From an optimization exercise on the open Yosys and OpenROAD flow, aimed at small area; shortcuts taken in it are not production practice. In this exercise RTL edits were held to simulation tests only and were not proved equivalent to the original.

// filter
module filter #(
    parameter ERR_SIZE = 8,
    parameter N_SIZE = 8,
    parameter TDC_SIZE = 255,
    parameter K_INT_SIZE = 8,
    parameter K_FRAC_SIZE = 8,
    parameter ACCUMULATOR_SIZE = 24,
    parameter LF_OUT_SIZE = 16,
    parameter FILTER_OUT_SIZE = 5,
    parameter DOUT_SIZE = 32
)(
    input logic clk_ref,
    input logic n_rst,
    input logic enable,
    input logic [1 : 0] freq_lock_range,
    input logic [N_SIZE - 1: 0] n,
    input logic [TDC_SIZE - 1:0] tdc_therm,
    input logic [7:0] freq,
    input signed [(K_INT_SIZE + K_FRAC_SIZE) - 1:0] kp,
    input signed [(K_INT_SIZE + K_FRAC_SIZE)- 1:0] ki,
    output logic [FILTER_OUT_SIZE - 1 : 0] filter_out,
    output logic [DOUT_SIZE - 1: 0] dout,
    output logic [DOUT_SIZE - 1: 0] dout_neg,
    output logic [LF_OUT_SIZE - 1 : 0] lf_out,
    output logic [ERR_SIZE - 1: 0] therm_to_bin_out,
    output logic freq_locked,
    output logic phase_locked
);
clock: 500.0 ns
lec_check: 0
cap_margin: 0
core_margin: 2
core_utilization: 70
gpl_timing_driven: 0
place_density: 0.8
slew_margin: 0
synth_hierarchical: 1
synth_minimum_keep_size: 0
standard.sh (not shown) runs the stock make flow with config.mk's settings and CLKGATE_MAP_FILE= SYNTH_SCRIPT=/design/flow/synth_recipe.tcl, a recipe that flattens the netlist after the stock synthesis.
==> flow/flow/run.sh <==
#!/bin/bash
# Layout flow: the standard ORFS layout with these changes:
#  - synthesis maps with an area-oriented abc script (flow/synth.tcl);
#  - each port is buffered by the smallest buffer cell (buf_1) instead of the
#    cell buffer_ports picks by default;
#  - clock tree synthesis uses clkbuf_4 (clkbuf_8 at the root) and inserts
#    no dummy loads.
set -euo pipefail
work=$(pwd)
export FLOW_WORK=$work
export FLOW_ABC_SCRIPT=$work/flow/abc_area.script
bash standard.sh SYNTH_SCRIPT=$work/flow/synth.tcl \
  BUFFER_PORTS_ARGS="-buffer_cell sky130_fd_sc_hd__buf_1" \
  CTS_ARGS="-sink_clustering_enable -repair_clock_nets -dont_use_dummy_load -root_buf sky130_fd_sc_hd__clkbuf_8 -buf_list sky130_fd_sc_hd__clkbuf_4" \
  finish > standard_make.log 2>&1
==> flow/flow/abc_area.script <==
&get -n
&st
&dch -f
&nf -a -R 1000
&put
==> flow/flow/synth.tcl <==
# The standard flow's synthesis script (synth_recipe.tcl in the work folder) run unchanged,
# except that the final technology mapping by abc uses an area-oriented abc
# script (flow/abc_area.script) in place of ORFS's delay-oriented one.
proc abc {args} {
  set i [lsearch -exact $args -script]
  if {$i >= 0} { lset args [expr {$i + 1}] $::env(FLOW_ABC_SCRIPT) }
  yosys abc {*}$args
}
source $::env(FLOW_WORK)/synth_recipe.tcl
The baseline reached the layout checks and failed them: capacitance limit, slew limit.
==> next run, changes <==
--- a/flow/flow/run.sh
+++ b/flow/flow/run.sh
@@ -5,3 +5,3 @@
 #    cell buffer_ports picks by default;
-#  - clock tree synthesis uses clkbuf_4 (clkbuf_8 at the root) and inserts
+#  - clock tree synthesis uses clkbuf_8 and inserts
 #    no dummy loads.
@@ -13,3 +13,3 @@
   BUFFER_PORTS_ARGS="-buffer_cell sky130_fd_sc_hd__buf_1" \
-  CTS_ARGS="-sink_clustering_enable -repair_clock_nets -dont_use_dummy_load -root_buf sky130_fd_sc_hd__clkbuf_8 -buf_list sky130_fd_sc_hd__clkbuf_4" \
+  CTS_ARGS="-sink_clustering_enable -repair_clock_nets -dont_use_dummy_load -root_buf sky130_fd_sc_hd__clkbuf_8 -buf_list sky130_fd_sc_hd__clkbuf_8" \
   finish > standard_make.log 2>&1
==> flow/flow/abc_area.script (replaced) <==
&get -n
&st
&dch -f
&nf -a -p -F 8 -A 4 -C 32 -R 1000
&put
- CAP_MARGIN: 0 -> 20
- CORE_UTILIZATION: 70 -> 50
- PLACE_DENSITY: 0.8 -> unset
- SLEW_MARGIN: 0 -> 20
Outcome:
- This time the run ran to the end with no violations
- area after synthesis decreases by 0.43%
- clock-buffer cell count does not change
- via count decreases by 14%
- final cell count increases by 4.2%
- global-route usage decreases by 22 points
- clock skew decreases by 0.021 ns
- design area increases by 1.2%
- die area increases by 38%
- utilization decreases by 23 points
- worst setup slack improves by 0.24 ns

-- afterwards: timing with drivers on the ports --
No port has a modelled driver above. Below, the same layouts with a new extraction and two added sets of constraints. Step 1 assumes that a clkbuf_16 drives the clock port and a buf_2 every other input. Step 2 adds t to the input delays and takes it off the output delays; t is the mean of the earliest and latest rising clock arrival at the registers after step 1. Input paths then give back, and output paths get back, about the clock's delay inside the block. Three values: ideal ports, drivers, drivers and shift; two values: the first two.
run | t, ns | setup slack, ns | hold WS [ns]
the first run | 0.452 | 293.627 / 293.608 / 293.608 | 0.519 / 0.519 / 0.519
the second run | 0.411 | 293.870 / 293.851 / 293.851 | 0.481 / 0.481 / 0.481
